This is an optimization exercise on Yosys and OpenROAD, whose aim is small area, a short achievable clock period and few clock cycles per item, not a production implementation. Where RTL was checked, it was by simulation tests only, not by an equivalence proof against the original. Power figures rest on the tool's default switching activity, not on a simulated workload.

==> 01-25: inputs <==
Design rs_mul, start of the top module:
module rs_mul
#(
    parameter int RS_COUNT = 2,
    parameter ROB_DEPTH = 32,
    parameter TAG_LEN = $clog2(ROB_DEPTH) - 1
)(
    input logic clk,
    input logic rst,branch_mispredicted,
    input logic [TAG_LEN:0] cdb_tag1,cdb_tag2, cdb_tag3,cdb_tag4,
    input logic [31:0] cdb_result1,cdb_result2,cdb_result3,cdb_result4,
    input logic update_add,update_rob,update_lsq,update_bp,
    input logic dis_valid,
    input logic [1:0] dis_rs_type,
    input logic [4:0] dis_aluop,
    input logic dis_rs1_rdy, dis_rs2_rdy,
    input logic [TAG_LEN:0] dis_Qj, dis_Qk, dis_rob_num,
    input logic [31:0] dis_rs1_data, dis_rs2_data,
    output logic mul_rdy,mul_full,
    output logic [TAG_LEN:0] rob_num_mul,
    output  logic [31:0] rs1m,rs2m,
    output logic [31:0] result_mul
);
Settings: LEC_CHECK=0, CAP_MARGIN=40, CORE_MARGIN=2, CORE_UTILIZATION=40, SETUP_SLACK_MARGIN=5, SLEW_MARGIN=40; clock period 10.0 ns.
run.sh (not shown) runs the stock make flow with config.mk's settings and CLKGATE_MAP_FILE= SYNTH_SCRIPT=/design/flow/synth_recipe.tcl, a recipe that flattens the netlist after the stock synthesis.
==> 02-05 (differences from 01-25) <==
--- a/flow/design.v
+++ b/flow/design.v
@@ -37,13 +37,13 @@
 logic          e_busy;       
 logic [IW-1:0] e_idx;
 logic          e_div;
 logic          e_first;      
 logic          e_align;      
 logic [5:0]    e_cnt;        
-logic [14:0]   e_bc;         
+logic [17:0]   e_bc;         
 logic          e_swap;       
 logic          e_hi;         
 logic          e_neg;        
 logic          e_bn;         
 logic          e_dz;         
 logic [5:0]    e_bla, e_blb;  
@@ -56,13 +56,14 @@
 assign rs1m        = out_a;
 assign rs2m        = out_b;
 logic [NE-1:0] freeing;
 always_comb for (int i = 0; i < NE; i++) freeing[i] = w_valid & (w_idx == IW'(i));
 logic [NE-1:0] avail;
 assign avail = ~busy | freeing;
-assign mul_full = ~|avail;
+logic full_r;        
+assign mul_full = full_r;
 logic [NE-1:0] alloc;
 always_comb begin
     alloc = '0;
     for (int i = NE-1; i >= 0; i--) if (avail[i]) alloc = NE'(1) << i;
 end
 logic pres;      
@@ -116,53 +117,48 @@
 end
 logic [31:0] pa, pb;
 logic [2:0]  popc;
 assign pa = v1[nxt_sel];
 assign pb = v2[nxt_sel];
 assign popc = opc[nxt_sel];
-function automatic logic [2:0] dfit(input logic [32:0] x);
-    for (int k = 1; k <= 3; k++) begin
-        logic [32:0] t;
-        t = $signed(x) >>> (8*k);
-        dfit[k-1] = (t == 33'd0) || (t == {33{1'b1}});
-    end
+function automatic logic [1:0] dfit(input logic [32:0] x);
+    dfit[0] = (x[32:11] == 22'd0) || (x[32:11] == {22{1'b1}});
+    dfit[1] = (x[32:23] == 10'd0) || (x[32:23] == {10{1'b1}});
 endfunction
-function automatic logic [14:0] benc(input logic [8:0] d);
-    logic [9:0] e;
-    e = {d, 1'b0};
-    for (int i = 0; i < 5; i++) begin
+function automatic logic [17:0] benc(input logic [12:0] w);
+    for (int i = 0; i < 6; i++) begin
         logic [2:0] g;
-        g = (i == 4) ? {d[8], d[8], d[7]} : e[2*i +: 3];
+        g = w[2*i +: 3];
         benc[3*i]   = g[0] ^ g[1];
         benc[3*i+1] = (g == 3'b011) | (g == 3'b100);
         benc[3*i+2] = g[2];
     end
 endfunction
 logic p_sa, p_sb;
 assign p_sa = (popc[1:0] != 2'b11);
 assign p_sb = ~popc[1];
 logic [32:0] pX, pY;
 assign pX = {p_sa & pa[31], pa};
 assign pY = {p_sb & pb[31], pb};
-logic [2:0] p_fx, p_fy, p_fm;
+logic [1:0] p_fx, p_fy, p_fm;
 assign p_fx = dfit(pX);
 assign p_fy = dfit(pY);
 assign p_fm = p_fx | p_fy;
 logic p_swap;        
 assign p_swap = |(p_fx & ~p_fy);
-logic [3:0] p_pos;   
-assign p_pos = {~p_fm[2], p_fm[2] & ~p_fm[1], p_fm[1] & ~p_fm[0], p_fm[0]};
+logic [2:0] p_pos;   
+assign p_pos = {~p_fm[1], p_fm[1] & ~p_fm[0], p_fm[0]};
 logic [1:0] p_mn1;
-assign p_mn1 = {~p_fm[1], ~p_fm[2] | (p_fm[1] & ~p_fm[0])};
-logic [8:0] p_dx, p_dy;
-assign p_dx = ({9{p_pos[0]}} & pX[8:0])   | ({9{p_pos[1]}} & pX[16:8])
-            | ({9{p_pos[2]}} & pX[24:16]) | ({9{p_pos[3]}} & pX[32:24]);
-assign p_dy = ({9{p_pos[0]}} & pY[8:0])   | ({9{p_pos[1]}} & pY[16:8])
-            | ({9{p_pos[2]}} & pY[24:16]) | ({9{p_pos[3]}} & pY[32:24]);
-logic [14:0] p_bc;
-assign p_bc = benc(p_swap ? p_dx : p_dy);
+assign p_mn1 = {~p_fm[1], p_fm[1] & ~p_fm[0]};
+logic [12:0] p_wx, p_wy;
+assign p_wx = ({13{p_pos[0]}} & {pX[11:0], 1'b0}) | ({13{p_pos[1]}} & pX[23:11])
+            | ({13{p_pos[2]}} & {{3{pX[32]}}, pX[32:23]});
+assign p_wy = ({13{p_pos[0]}} & {pY[11:0], 1'b0}) | ({13{p_pos[1]}} & pY[23:11])
+            | ({13{p_pos[2]}} & {{3{pY[32]}}, pY[32:23]});
+logic [17:0] p_bc;
+assign p_bc = benc(p_swap ? p_wx : p_wy);
 function automatic logic [5:0] blen(input logic [31:0] x);
     blen = 6'd0;
     for (int k = 0; k < 32; k++) if (x[k]) blen = k[5:0] + 6'd1;
 endfunction
 logic p_dsg, p_an, p_bn, p_dz;
 assign p_dsg = ~popc[0];
@@ -176,46 +172,43 @@
 assign p_amag = (pa ^ {32{p_an}}) + {31'd0, p_an};
 logic [31:0] xa, xb;
 assign xa = v1[e_idx];
 assign xb = v2[e_idx];
 logic [31:0] mP;
 assign mP = e_swap ? xa : xb;
-logic [7:0] nd;      
-always_comb begin
-    case (e_cnt[1:0])
-        2'd1: nd = mP[7:0];
-        2'd2: nd = mP[15:8];
-        default: nd = mP[23:16];
-    endcase
-end
+logic [12:0] nw;     
+assign nw = (e_cnt[1:0] == 2'd2) ? mP[23:11] : {mP[11:0], 1'b0};
 function automatic logic [34:0] brow(input logic [2:0] bc, input logic [32:0] m);
     logic [33:0] s;
     s = ({34{bc[0]}} & {m[32], m}) | ({34{bc[1]}} & {m, 1'b0});
     brow = {35{bc[2]}} ^ {s[33], s};
 endfunction
 function automatic logic [127:0] csa(input logic [63:0] a, input logic [63:0] b, input logic [63:0] c);
     csa[63:0]   = a ^ b ^ c;
     csa[127:64] = {(a[62:0] & b[62:0]) | (a[62:0] & c[62:0]) | (b[62:0] & c[62:0]), 1'b0};
 endfunction
-logic [34:0] bw [5];
-logic [63:0] rw [5];
+logic [34:0] bw [6];
+logic [63:0] rw [6];
 always_comb begin
-    for (int i = 0; i < 5; i++) begin
+    for (int i = 0; i < 6; i++) begin
         bw[i] = brow(e_bc[3*i +: 3], M);
-        rw[i] = 64'($signed(bw[i])) << (2*i);
+        rw[i] = {{29{bw[i][34]}}, bw[i]} << (2*i);
     end
 end
 logic [63:0] aS, aC;
-assign aS = {(e_first ? 56'd0 : S[55:0]), e_bc[14], e_bc[11], 1'b0, e_bc[8], 1'b0, e_bc[5], 1'b0, e_bc[2]};
-assign aC = {(e_first ? 56'd0 : C[55:0]), e_bc[14], 7'd0};
-logic [127:0] l1a, l1b, l2, l3, l4;
+assign aS = {(e_first ? 52'd0 : S[51:0]), 1'b0, e_bc[17], 1'b0, e_bc[14], 1'b0, e_bc[11],
+             1'b0, e_bc[8], 1'b0, e_bc[5], 1'b0, e_bc[2]};
+assign aC = {(e_first ? 52'd0 : C[51:0]), 12'd0};
+logic [127:0] l1a, l1b, l1c, l2a, l2b, l3, l4;
 assign l1a = csa(aS, aC, rw[0]);
 assign l1b = csa(rw[1], rw[2], rw[3]);
-assign l2  = csa(l1a[63:0], l1a[127:64], l1b[63:0]);
-assign l3  = csa(l2[63:0], l2[127:64], l1b[127:64]);
-assign l4  = csa(l3[63:0], l3[127:64], rw[4]);
+assign l1c = csa(rw[4], rw[5], 64'd0);
+assign l2a = csa(l1a[63:0], l1a[127:64], l1b[63:0]);
+assign l2b = csa(l1b[127:64], l1c[63:0], l1c[127:64]);
+assign l3  = csa(l2a[63:0], l2a[127:64], l2b[63:0]);
+assign l4  = csa(l3[63:0], l3[127:64], l2b[127:64]);
 logic [34:0] trial;
 assign trial = {3'b0, S[31:0]} + (e_bn ? D : ~D) + {34'd0, ~e_bn};
 logic dbit;
 assign dbit = ~trial[34];
 logic [6:0] a_sd;
 assign a_sd = {1'b0, e_bla} - {1'b0, e_blb};
@@ -269,13 +262,13 @@
                 D <= {D[34], D[34:1]};
                 e_cnt <= e_cnt - 6'd1;
             end
         end else begin
             S <= l4[63:0];
             C <= l4[127:64];
-            e_bc <= benc({1'b0, nd});
+            e_bc <= benc(nw);
             e_first <= 1'b0;
             e_cnt <= e_cnt - 6'd1;
         end
     end
     if (can_issue) begin
         e_idx   <= nxt_sel;
@@ -299,19 +292,21 @@
         end
     end
     if (flush) begin
         busy <= '0;
         iss <= '0;
         nxt_any <= 1'b0;
+        full_r <= 1'b0;
         e_busy <= 1'b0;
         w_valid <= 1'b0;
         out_valid <= 1'b0;
     end else begin
         busy <= busy_n;
         iss <= iss_n;
         nxt_any <= |rdy_n;
+        full_r <= &(busy_n & ~({NE{e_last}} & (NE'(1) << e_idx)));
         nxt_sel <= '0;
         for (int i = NE-1; i >= 0; i--) if (rdy_n[i]) nxt_sel <= IW'(i);
         e_busy <= can_issue | (e_busy & ~e_last);
         w_valid <= e_last;
         out_valid <= w_valid;
     end
==> flow/flow/run.sh (new file) <==
#!/bin/bash
# Own layout flow: the standard synthesis unchanged, then the standard ORFS layout with
#  - port buffers of the plain sky130_fd_sc_hd__buf_2 cell.
# Each step's full output goes to a log file in this folder (ORFS's own logs are under orfs/logs).
set -euo pipefail
bash standard.sh synth > flow_synth.log 2>&1
bash standard.sh SETUP_SLACK_MARGIN=6 "BUFFER_PORTS_ARGS=-buffer_cell sky130_fd_sc_hd__buf_2" finish > flow_layout.log 2>&1
==> flow/standard.sh (new file) <==
#!/bin/bash
# synth_recipe.tcl (not shown) runs the flow's synth.tcl, then flattens the netlist and writes it again
# the make line also repeats each setting of config.mk as NAME=value (left out here)
make -C /OpenROAD-flow-scripts/flow DESIGN_CONFIG=/design/flow/config.mk WORK_HOME=/design/flow/orfs CLKGATE_MAP_FILE= SYNTH_SCRIPT=/design/flow/synth_recipe.tcl "${@:-finish}"
==> flow/config.mk (replaced) <==
export PLATFORM = sky130hd
export DESIGN_NAME = rs_mul
export DESIGN_NICKNAME = rs_mul
export VERILOG_FILES = /design/flow/design.v
export SDC_FILE = /design/flow/constraint.sdc
export NUM_CORES = 8
export LEC_CHECK = 0
export ABC_AREA = 1
export CAP_MARGIN = 40
export CORE_MARGIN = 2
export CORE_UTILIZATION = 40
export SLEW_MARGIN = 40
removed: flow/run.sh
==> run notes <==
- Of 01-25 and 02-05, 02-05 has the higher utilization (gap 2.4 points).
- In 02-05 the routed wire length is larger than in 01-25, by about 12%.
- In 01-25 the sequential power is lower than in 02-05, by about 3%.
- Of 01-25 and 02-05, 02-05 has the higher flip-flop and latch count (gap 4).
- Of 02-05 and 01-25, 01-25 has the higher clock skew (gap 0.033 ns).
- In 02-05 the sequential share of layout area is lower than in 01-25, by 1.8 points.
- Between 01-25 and 02-05, the lower die area is in 01-25 (gap 2.3%, measured against 02-05).
- 02-05 finished clean. 01-25 completed without violations.
- Of 01-25 and 02-05, 02-05 has the higher worst setup slack (gap 0.65 ns).
- Design area: 02-05 is higher than 01-25 (about 8%).
- Maximum frequency: 02-05 is higher than 01-25 (16%).
Testbench counts of 02-05, summed over its fixed seeds: cycles 7,036, items 1,840.
Only the layout flow was run in 01-25; the RTL was not checked for function there.

* * *

==> inputs of 03-09 <==
Another version of the RTL of rs_mul (not shown whole).
export LEC_CHECK = 0
export ABC_AREA = 1
export CAP_MARGIN = 40
export CORE_MARGIN = 2
export CORE_UTILIZATION = 50
export SLEW_MARGIN = 40
create_clock -name core_clock -period 10.0 [get_ports {clk}]
standard.sh (not shown) runs the stock make flow with config.mk's settings and CLKGATE_MAP_FILE= SYNTH_SCRIPT=/design/flow/synth_recipe.tcl, a recipe that flattens the netlist after the stock synthesis.
==> flow/flow/run.sh <==
#!/bin/bash
# Own layout flow: the standard synthesis unchanged, then the standard ORFS layout with
#  - port buffers of the plain sky130_fd_sc_hd__buf_2 cell.
# Each step's full output goes to a log file in this folder (ORFS's own logs are under orfs/logs).
set -euo pipefail
B="BUFFER_PORTS_ARGS=-buffer_cell sky130_fd_sc_hd__buf_2"
bash standard.sh synth > flow_synth.log 2>&1
bash standard.sh SETUP_SLACK_MARGIN=6 "$B" cts > flow_cts.log 2>&1
bash standard.sh SETUP_SLACK_MARGIN=5.75 "$B" finish > flow_finish.log 2>&1
==> 09-26: changes against 03-09 <==
--- a/flow/config.mk
+++ b/flow/config.mk
@@ -10,3 +10,3 @@
 export CORE_MARGIN = 2
-export CORE_UTILIZATION = 50
+export CORE_UTILIZATION = 55
 export SLEW_MARGIN = 40
==> qor summary <==
item                                                                   09-26           03-09
Max rail drop VDD                                                   696.1 uV        736.0 uV
Switching part of the total power                                     0.5618          0.5645
Final wirelength                                                   304800 um       305800 um
Area occupied by multi-input gates                                39860 um^2      40080 um^2
Final Skew                                                        0.03024 ns      0.04038 ns
Power Sequential                                                   0.00405 W       0.00398 W
Detailed route wirelength on metal2                                120200 um       122100 um
#MultiIn Comb                                                           5971            5972
Result of the run                                             finished clean  finished clean
Final nets                                                              9112            9140
Max Fclk                                                           234.6 MHz       221.3 MHz
Number of buffers inserted by post-CTS setup repair                      133             139
Fraction of final layout cells sized beyond drive strength 1          0.1475          0.1538
Num CTS Buffers                                                           67              69
Clkbuf count                                                              88              83
Worst hold start                                                      w_a[0]        w_rob[4]
Fraction of standard cell area that is sequential                     0.1958          0.1943
Vertical extent of the die                                          326.7 um        342.4 um
Total clock network power                                          0.00272 W       0.00270 W
Buffering overhead                                                   0.07150         0.07410
Design Area, Final                                                65940 um^2      66450 um^2
Testbench counts of 03-09, summed over its fixed seeds: cycles 4,795, items 1,840.
Testbench counts of 09-26, summed over its fixed seeds: cycles 4,795, items 1,840.

* * *

==> job 8428 <==
rs_mul, a different RTL version from the one above (not shown whole).
clock: 10.0 ns
lec_check: 0
abc_area: 1
cap_margin: 40
core_margin: 2
core_utilization: 72
slew_margin: 40
Scripts as last shown in full above: flow/flow/run.sh
==> job 1877: changes against job 8428 <==
==> flow/flow/run.sh (replaced) <==
#!/bin/bash
set -euo pipefail
B="BUFFER_PORTS_ARGS=-buffer_cell sky130_fd_sc_hd__buf_2"
bash standard.sh synth > flow_synth.log 2>&1
bash standard.sh SETUP_SLACK_MARGIN=6 "$B" cts > flow_cts.log 2>&1
bash standard.sh SETUP_SLACK_MARGIN=5.75 "$B" finish > flow_finish.log 2>&1
--- a/flow/config.mk
+++ b/flow/config.mk
@@ -9,4 +9,4 @@
 export CAP_MARGIN = 40
 export CORE_MARGIN = 2
-export CORE_UTILIZATION = 72
+export CORE_UTILIZATION = 40
 export SLEW_MARGIN = 40
==> comparison table <==
Initial core utilization: job 1877 0.4024; job 8428 0.7292
Setup slack at placement: job 1877 4082 ps; job 8428 4608 ps
Total clock buffers created by CTS: job 1877 71; job 8428 60
Clock sink total: job 1877 560; job 8428 560
DP Area: job 1877 57,860 um2; job 8428 56,650 um2
Post-cts sizing count: job 1877 381; job 8428 298
Post-DP HPWL: job 1877 222,300 um; job 8428 181,600 um
Row cnt: job 1877 135; job 8428 100
Setup repair bufs after CTS: job 1877 85; job 8428 87
Outcome: job 1877 complete, no violations; job 8428 did not finish
Stage where the flow stopped: job 1877 -; job 8428 global routing
Dpl cells: job 1877 9,602; job 8428 8,757
Horizontal extent of the die: job 1877 372.7 um; job 8428 278.8 um
Die height: job 1877 372.7 um; job 8428 278.8 um
Synth Area in XOR/XNOR: job 1877 0.07722; job 8428 0.07722
Total number of H-tree levels: job 1877 3; job 8428 2
Number of flops mapped to enable cells by yosys: job 1877 145; job 8428 145
Final GP Congestion: job 1877 1.041; job 8428 1.167
Testbench counts of job 8428, summed over its fixed seeds: cycles 5,196, items 1,840.
Testbench counts of job 1877, summed over its fixed seeds: cycles 5,196, items 1,840.

==> port drivers added, routing unchanged <==
No port has a modelled driver above. Below, the same layouts with a new extraction and two added sets of constraints.
Step 1 sets driving cells, clkbuf_16 on the clock port and buf_2 on the other inputs (assumed; they add their load-dependent delay and slew).
Step 2 also shifts input and output timing later by t, the mid clock arrival at the registers, as if the neighbouring blocks saw the same clock.
a / b / c = ideal / step 1 / step 2; a / b = the first two.
| run | t (ns) | slack for setup (ns) | slew at the worst register clock pin (ns) |
|---|---|---|---|
| 01-25 | 0.814 | 5.139 / 5.051 / 4.386 | 0.08 / 0.08 |
| 02-05 | 0.770 | 5.793 / 5.793 / 5.080 | 0.07 / 0.07 |
| 03-09 | 0.778 | 5.481 / 5.481 / 4.973 | 0.07 / 0.07 |
| 09-26 | 0.756 | 5.737 / 5.737 / 5.037 | 0.07 / 0.07 |
| job 1877 | 0.781 | 5.662 / 5.662 / 5.077 | 0.07 / 0.07 |
After both steps setup and hold are still met in every run listed. For 01-25, which loses most, drivers alone change the setup slack by -0.088 ns; drivers and shift together by -0.753 ns.
